Source: an optimization exercise on an open RTL-to-GDS flow (aim: small area and a short achievable clock period). Production flows keep margins and buffers that such runs may drop.
For this run, only the layout was checked, not whether the RTL still works.
Power is estimated from default activity; no workload was simulated.

`run.sh`:
```
#!/bin/bash
# synth_recipe.tcl (not shown) runs the flow's synth.tcl, then flattens the netlist and writes it again
# the make line also repeats each setting of config.mk as NAME=value (left out here)
make -C /OpenROAD-flow-scripts/flow DESIGN_CONFIG=/design/flow/config.mk WORK_HOME=/design/flow/orfs CLKGATE_MAP_FILE= SYNTH_SCRIPT=/design/flow/synth_recipe.tcl finish
```
`config.mk`:
```
export PLATFORM = sky130hd
export DESIGN_NAME = mips_core
export DESIGN_NICKNAME = mips_core
export VERILOG_FILES = /design/flow/design.v
export SDC_FILE = /design/flow/constraint.sdc
export NUM_CORES = 4
export LEC_CHECK = 0
export CAP_MARGIN = 20
export CORE_MARGIN = 2
export CORE_UTILIZATION = 30
export PLACE_DENSITY = 0.45
export SLEW_MARGIN = 20
```
`constraint.sdc`:
```
create_clock -name core_clock -period 8.0 [get_ports {clk}]
set_input_delay 1.6000 -clock core_clock [delete_from_list [all_inputs] [get_ports {clk}]]
set_output_delay 1.6000 -clock core_clock [all_outputs]
set_load 0.01 [all_outputs]
```
`design.v`:
```
module mips_core(
	input clk,
	input rst,
	input fwd_en,
	output [31:0] imem_addr,
	input  [31:0] imem_rdata,
	output [31:0] dmem_addr,
	output [31:0] dmem_wdata,
	output dmem_we,
	output dmem_re,
	input  [31:0] dmem_rdata,
	output wb_en,
	output [4:0] wb_dst,
	output [31:0] wb_data
);
	reg  [31:2] pc;
	reg  [31:16] ir_hi;           
	reg  [15:0]  ir_lo;           
	reg         ex_wb, ex_mr, ex_mw, ex_bez, ex_bne, ex_jmp;
	reg         ex_usepc, ex_itype;
	reg  [3:0]  ex_cmd;
	reg  [18:0] ex_imm;
	reg  [4:0]  ex_dst;
	reg  [31:0] ex_a, ex_b;
	reg         ex_f1e, ex_f1m, ex_f2e, ex_f2m;
	reg         m_wb, m_mr, m_mw;
	reg  [31:0] m_res, m_st;
	reg  [4:0]  m_dst;
	reg         w_en;
	reg  [4:0]  w_dst;
	reg  [31:0] w_val;
	reg  [31:1] rf_vld;
	wire [31:0] rf_q [1:31];
	wire [5:0] op = ir_hi[31:26];
	wire [4:0] rs = ir_hi[25:21];
	wire [4:0] rt = ir_hi[20:16];
	wire [4:0] rd = ir_lo[15:11];
	wire [15:0] imm = ir_lo;
	wire d_bez   = (op == 6'd40);
	wire d_bne   = (op == 6'd41);
	wire d_jmp   = (op == 6'd42);
	wire d_br    = d_bez | d_bne | d_jmp;
	wire d_ld    = (op == 6'd36);
	wire d_st    = (op == 6'd37);
	wire d_itype = (op == 6'd32) | (op == 6'd33) | d_ld | d_st | d_br;
	wire d_wb    = (op == 6'd32) | (op == 6'd33) | d_ld | (!d_itype && op != 6'd0);
	wire d_rwi   = d_itype & !d_st & !d_bne;    
	wire [4:0] d_dst = d_itype ? rt : rd;
	reg [3:0] d_cmd;
	always @(*) begin
		case (op)
			6'd3, 6'd33: d_cmd = 4'd2;    
			6'd5:        d_cmd = 4'd4;    
			6'd6:        d_cmd = 4'd5;    
			6'd7:        d_cmd = 4'd6;    
			6'd8:        d_cmd = 4'd7;    
			6'd9, 6'd10: d_cmd = 4'd8;    
			6'd11:       d_cmd = 4'd9;    
			6'd12:       d_cmd = 4'd10;   
			default:     d_cmd = 4'd0;    
		endcase
	end
	wire [16:0] imm_sx  = {imm[15], imm};
	wire [16:0] imm_m1  = imm_sx - 17'd1;
	wire [18:0] d_imm   = d_br ? {imm_m1, 2'b00} : {{3{imm[15]}}, imm};
	wire rs_e = (rs == ex_dst), rt_e = (rt == ex_dst);
	wire rs_m = (rs == m_dst),  rt_m = (rt == m_dst);
	wire hz_fwd = ex_mr & (rs_e | (rt_e & !d_rwi));
	wire hz_nofwd = d_rwi ? ((m_wb & rs_m) | (ex_wb & rs_e))
	                      : ((m_wb & (rs_m | rt_m)) | (ex_wb & (rs_e | rt_e)));
	wire freeze = fwd_en ? hz_fwd : hz_nofwd;
	wire exd_nz = |ex_dst, md_nz = |m_dst;
	wire f1e = fwd_en & ex_wb & exd_nz & rs_e;
	wire f1m = fwd_en & m_wb & md_nz & rs_m;
	wire f2e = fwd_en & ex_wb & exd_nz & rt_e;
	wire f2m = fwd_en & m_wb & md_nz & rt_m;
	reg  [31:0] ra, rb;
	reg         ha, hb;
	integer k;
	always @(*) begin
		ra = 32'd0; rb = 32'd0; ha = 1'b0; hb = 1'b0;
		for (k = 1; k < 32; k = k + 1) begin
			ra = ra | ({32{rs == k && rf_vld[k]}} & rf_q[k]);
			rb = rb | ({32{rt == k && rf_vld[k]}} & rf_q[k]);
			ha = ha | (rs == k && rf_vld[k]);
			hb = hb | (rt == k && rf_vld[k]);
		end
		ra[4:0] = ra[4:0] | (rs & {5{!ha}});
		rb[4:0] = rb[4:0] | (rt & {5{!hb}});
	end
	wire [31:0] fa = ex_f1e ? m_res : ex_f1m ? w_val : ex_a;
	wire [31:0] fb = ex_f2e ? m_res : ex_f2m ? w_val : ex_b;
	wire [31:0] x  = ex_usepc ? {pc, 2'b00} : fa;
	wire [31:0] y  = ex_itype ? {{13{ex_imm[18]}}, ex_imm} : fb;
	wire        sub = (ex_cmd == 4'd2);
	wire [31:0] sum = x + (y ^ {32{sub}}) + {31'd0, sub};
	wire        sh_left  = (ex_cmd == 4'd8);
	wire        sh_fill  = (ex_cmd == 4'd9) & x[31];
	wire        sh_big   = |y[31:5];
	reg  [31:0] x_rev, r_rev;
	wire [31:0] sh_in = sh_left ? x_rev : x;
	wire [32:0] sh_ext = $signed({sh_fill, sh_in}) >>> y[4:0];
	wire [31:0] sh_r = sh_ext[31:0];
	always @(*) begin
		for (k = 0; k < 32; k = k + 1) begin
			x_rev[k] = x[31-k];
			r_rev[k] = sh_r[31-k];
		end
	end
	wire [31:0] sh_out = sh_big ? {32{sh_fill}} : (sh_left ? r_rev : sh_r);
	reg [31:0] res;
	always @(*) begin
		case (ex_cmd)
			4'd4:    res = x & y;
			4'd5:    res = x | y;
			4'd6:    res = ~(x | y);
			4'd7:    res = x ^ y;
			4'd8, 4'd9, 4'd10: res = sh_out;
			default: res = sum;
		endcase
	end
	wire br_taken = (ex_bez & (fa == 32'd0)) | (ex_bne & (fa != fb)) | ex_jmp;
	wire [31:0] m_val = m_mr ? dmem_rdata : m_res;
	wire        rf_we = m_wb & (|m_dst);
	always @(posedge clk or posedge rst) begin
		if (rst) pc <= 30'd0;
		else if (br_taken) pc <= sum[31:2];
		else if (!freeze) pc <= pc + 30'd1;
	end
	always @(posedge clk or posedge rst) begin
		if (rst) ir_hi <= 16'd0;
		else if (br_taken) ir_hi <= 16'd0;
		else if (!freeze) ir_hi <= imem_rdata[31:16];
	end
	always @(posedge clk) begin
		if (!freeze) ir_lo <= imem_rdata[15:0];
	end
	always @(posedge clk or posedge rst) begin
		if (rst) {ex_wb, ex_mr, ex_mw, ex_bez, ex_bne, ex_jmp} <= 6'd0;
		else if (br_taken | freeze) {ex_wb, ex_mr, ex_mw, ex_bez, ex_bne, ex_jmp} <= 6'd0;
		else {ex_wb, ex_mr, ex_mw, ex_bez, ex_bne, ex_jmp} <= {d_wb, d_ld, d_st, d_bez, d_bne, d_jmp};
	end
	always @(posedge clk) begin
		ex_usepc <= d_br;
		ex_itype <= d_itype;
		ex_cmd   <= d_cmd;
		ex_imm   <= d_imm;
		ex_dst   <= d_dst;
		ex_a     <= ra;
		ex_b     <= rb;
		ex_f1e   <= f1e;
		ex_f1m   <= f1m;
		ex_f2e   <= f2e;
		ex_f2m   <= f2m;
	end
	always @(posedge clk or posedge rst) begin
		if (rst) {m_wb, m_mr, m_mw} <= 3'd0;
		else {m_wb, m_mr, m_mw} <= {ex_wb, ex_mr, ex_mw};
	end
	always @(posedge clk) begin
		m_res <= res;
		m_st  <= fb;
		m_dst <= ex_dst;
	end
	always @(posedge clk or posedge rst) begin
		if (rst) w_en <= 1'b0;
		else w_en <= m_wb;
	end
	always @(posedge clk) begin
		w_dst <= m_dst;
		w_val <= m_val;
	end
	genvar gi;
	generate
		for (gi = 1; gi < 32; gi = gi + 1) begin : g_rf
			reg [31:0] r;
			always @(posedge clk) begin
				if (rf_we && m_dst == gi) r <= m_val;
			end
			assign rf_q[gi] = r;
			always @(posedge clk or posedge rst) begin
				if (rst) rf_vld[gi] <= 1'b0;
				else if (rf_we && m_dst == gi) rf_vld[gi] <= 1'b1;
			end
		end
	endgenerate
	assign imem_addr  = {pc, 2'b00};
	assign dmem_addr  = m_res;
	assign dmem_wdata = m_st;
	assign dmem_we    = m_mw;
	assign dmem_re    = m_mr;
	assign wb_en      = w_en;
	assign wb_dst     = w_dst;
	assign wb_data    = w_val;
endmodule
```
==> summary.txt <==
[worst register-to-register path, cell delays in order (launching register included)]
cell and delay [ns]:
dfxtp_2 0.69, buf_4 0.38, nor2b_1 0.09, a211o_1 0.31
a21boi_1 0.26, mux2i_1 0.49, xnor2_1 0.12, ha_1 0.44
nand2_1 0.17, or2_2 0.35, o211ai_1 0.65, a21oi_1 0.27
a41oi_1 0.29, xor2_1 0.13, a221oi_1 0.26, o21ai_1 0.12
[report_power, final]
| group | internal (mW) | leakage (nW) | switching [mW] |
|---|---|---|---|
| clock network | 4.20 | 2.49 | 3.07 |
| logic | 4.57 | 10.8 | 10.3 |
| registers | 9.34 | 11.9 | 1.61 |
| total | 18.1 | 25.1 | 15.0 |
[cells in the final DEF, fill, tap and decap left out, types with 15 or more instances in the layout]
| cell | count |
|---|---|
| xnor2_1 | 82 |
| a22oi_1 | 611 |
| a222oi_1 | 65 |
| a22o_1 | 171 |
| nor2_1 | 166 |
| o21ai_1 | 15 |
| dfrtp_1 | 86 |
| or4_1 | 60 |
| a21oi_1 | 144 |
| dfxtp_1 | 197 |
| o221ai_1 | 23 |
| clkbuf_1 | 27 |
| clkinv_1 | 22 |
| clkinv_2 | 23 |
| or2_2 | 38 |
| clkbuf_16 | 156 |
| buf_4 | 184 |
| nor3_1 | 39 |
| edfxtp_1 | 1008 |
| a211oi_1 | 39 |
| a21o_1 | 26 |
| inv_1 | 110 |
| nor4_1 | 26 |
| ha_1 | 96 |
| o21a_1 | 33 |
| o21ai_0 | 116 |
| bufinv_16 | 16 |
| nor2_4 | 31 |
| a221oi_1 | 174 |
| mux2i_1 | 147 |
| nand4_1 | 89 |
| nand3_1 | 238 |
| mux2_2 | 99 |
| a32oi_1 | 15 |
| nand2b_1 | 25 |
| xor2_1 | 71 |
| and3_2 | 62 |
| o211ai_1 | 16 |
| clkdlybuf4s50_1 | 200 |
| nand2_1 | 212 |
[how the worst max path moves through the flow]
stage | cells past startpoint | endpoint | startpoint | slack, ns
after floorplan | 19 | m_res[14] | ex_f2m | 3.60
after global placement | 15 | m_res[30] | ex_f2m | 2.85
after detailed placement | 15 | m_res[30] | ex_f2m | 2.88
after CTS | 15 | m_res[30] | ex_f2m | 2.88
after global routing | 15 | m_res[30] | ex_f2e | 2.45
final | 15 | m_res[30] | ex_f2m | 2.85
[cell type report]
class	count	share of cell area, %
antenna	9	0.0311
multi-input combinational	3165	32.4
sequential	1299	50.5
clock inverter	83	1.37
tap	2688	4.64
timing repair buffer	387	4.77
clock buffer	192	5.70
inverter	116	0.605
[per-stage QoR]
| stage | area [µm²] | setup WS, ns | hold slack (ns) | power, mW |
|---|---|---|---|---|
| global placement | 67200 | 2.85 | 0.343 | 25.4 |
| CTS | 72300 | 2.88 | 0.359 | 32.5 |
| global route | 72400 | 2.45 | 0.363 | 33.8 |
| detailed placement | 67200 | 2.88 | 0.347 | 25.2 |
| finish | 72400 | 2.85 | 0.354 | 33.1 |
| floorplan | 61800 | 3.60 | 0.329 | 17.9 |
[metal layers]
layer / vias up / share of wire, %
met5: - / 0.029
met4: 14 / 7.9
met3: 1265 / 12
met2: 4718 / 44
met1: 26800 / 36
li1: 20300 / -
[logic make-up (layout without fill, tap and decap cells)]
logic type,after synthesis,after routing,share of synthesized area (%)
multiplexers,271,271,4.85
AND/OR/NAND/NOR,1063,1063,8.89
flip-flops,1299,1299,59.1
adder cells (fa/ha/maj),97,97,1.98
AO/OA/AOI/OAI,1579,1579,19.5
buffers and inverters,521,778,3.48
other,1,11,0.00607
XOR/XNOR,153,153,2.17
[sequential cells by signal, summed over array words and instances, names as in the netlist, 4 cells and up]
signal,flops
pc,30
w_val,32
w_dst,5
ex_b,32
m_st,32
g_rf.r,992
rf_vld,31
m_res,32
ir_hi,16
ex_cmd,4
m_dst,5
ex_a,32
ex_dst,5
ir_lo,16
ex_imm,19
==> results.json <==
{
  "place_hpwl_mm": 216,
  "drc_errors": 0,
  "synth_edf_count": 1008,
  "gr-usage-met3_pct": 9.68,
  "post-cts-setup-buffers": 0,
  "die_h_um": 458,
  "rows": 166,
  "cp.required_ns": 8.64,
  "path_clk_slew_ns": 0.06,
  "clkLatencyLatePin_ns": 0.83,
  "die-area_um2": 210000,
  "final_cell_count_no_fill": 7939,
  "finalCoreUtilization_pct": 35.4,
  "crit_path_end_kind": "register",
  "via_count": 53100,
  "synth_most_common_cell": "edfxtp_1",
  "grt.busiest_layer": "met2",
  "start_util_pct": 30.2,
  "antenna_found_initial": 30,
  "synth_cell_type_count": 111,
  "ant_nets": 0,
  "grt_start_max_net_pins": 62,
  "p_per_area_nw_per_um2": 457,
  "skew_ns": 0.0531,
  "yosys-top-cells-count": "edfxtp_1, a22oi_1, clkbuf_1",
  "clockBufferDepth": 3,
  "critPathTopFamily": "compound AO/OA/AOI/OAI gates",
  "cpMaxStageDelayCell": "dfxtp_2",
  "ys_warn_count": 1,
  "routedWlPerCell_um": 44.5,
  "critPathLaunchType": "register",
  "grt_pass1_wl_mm": 465,
  "gp_congestion": 0.977,
  "dr.pass1.iters": 8,
  "async_reset_ff_share_pct": 6.70,
  "multi_input_area_um2": 23500,
  "io-pin-count": 203,
  "max-cap-violations": 0,
  "hold_path_depth": 0,
  "r2r-start": "ex_f2m",
  "overflow": 0,
  "yosysTopAreaCell": "edfxtp_1",
  "area_growth_pct": 17.2,
  "core_region_area_um2": 205000,
  "ys.flop_type": "edfxtp_1",
  "synth_area_per_cell_um2": 12.4,
  "seq_area_frac_synth_pct": 59.1,
  "setup_viol": 0,
  "cts_hold_buf": 0,
  "grtUsageMet1_pct": 39.8,
  "cts_buffers": 150,
  "nets": 5283,
  "clock_sinks": 1299,
  "fin_crit_sh_pct": 64.3,
  "fmax_mhz": 194,
  "critical_path_class": "register to register",
  "grt_setup_unrepaired": "no",
  "wl_mm": 353,
  "hold_path_end": "m_mw",
  "maxSlewHeadroom_pct": 17.3,
  "port_buffers": 200,
  "post-route-min-period_ns": 5.15,
  "cts-root-buf": "clkbuf_16",
  "r2r_cells": 15,
  "h-tree-depth": 4,
  "ctsResizeCount": 0,
  "die_x_um": 458,
  "grt_use_met2_pct": 50.4,
  "regArea_um2": 36500,
  "r2r_slack_ns": 2.85,
  "syn_inst": 4984,
  "status": "finished clean",
  "path_max_fanout": 18,
  "min-delay-start": "ex_mw",
  "netlist_area_um2": 61800,
  "critPathArrivalTime_ns": 5.79,
  "tritoncts": "built",
  "synth.top_cell.area_share_pct": 49.0,
  "ys_ff_latch": 1299,
  "worstPathBufferInverterCount": 1,
  "final-max-slew-violation-count": 0,
  "grt_usage_pct": 32.6,
  "nFillCells": 19900,
  "drive_gt1_share_pct": 14.0,
  "peakVddDrop_mv": 0.216,
  "vias_per_cell": 6.69,
  "reg2reg_to": "m_res[30]",
  "grt_pass1_vias": 50400,
  "crit_chain": "buf_4 > nor2b_1 > a211o_1 > a21boi_1 > mux2i_1 > xnor2_1 > ha_1 > nand2_1 > or2_2 > o211ai_1 > a21oi_1 > a41oi_1 > xor2_1 > a221oi_1 > o21ai_1",
  "dr.first_iter.drc_count": 9544,
  "slowest_delay_ns": 0.69,
  "hold_viol": 0,
  "worst_pin_slew_ns": 1.24,
  "synth_area_leaders": "edfxtp_1, a22oi_1, dfxtp_1",
  "fin_setup_tns_ns": 0,
  "holdCritPathClass": "register to register",
  "place_inst": 7654,
  "power_leakage_nw": 25.1
}

[what the ideal ports hide]
No port has a modelled driver above. Below, the same layout with a new extraction and two added sets of constraints.
Step 1 (the two cells are an assumption about what drives the block):
set clk [get_ports {clk}]
set_driving_cell -lib_cell sky130_fd_sc_hd__clkbuf_16 $clk
set_driving_cell -lib_cell sky130_fd_sc_hd__buf_2 [delete_from_list [all_inputs] $clk]
Step 2 adds t to the input delays and takes it off the output delays; t is the mean of the earliest and latest rising clock arrival at the registers after step 1. Input paths then give back, and output paths get back, about the clock's delay inside the block.
a / b / c = no drivers / after step 1 / after step 2; a / b = the first two.
shift t [ns]: 0.897
setup WS [ns]: 2.852 / 2.852 / 2.852
slew at the worst register clock pin (ns): 0.07 / 0.07
cell pins on the clock port's net: 1
After both steps setup and hold are still met in this run. The setup slack of this run moves by 0.000 ns with the drivers and by 0.000 ns with both steps.
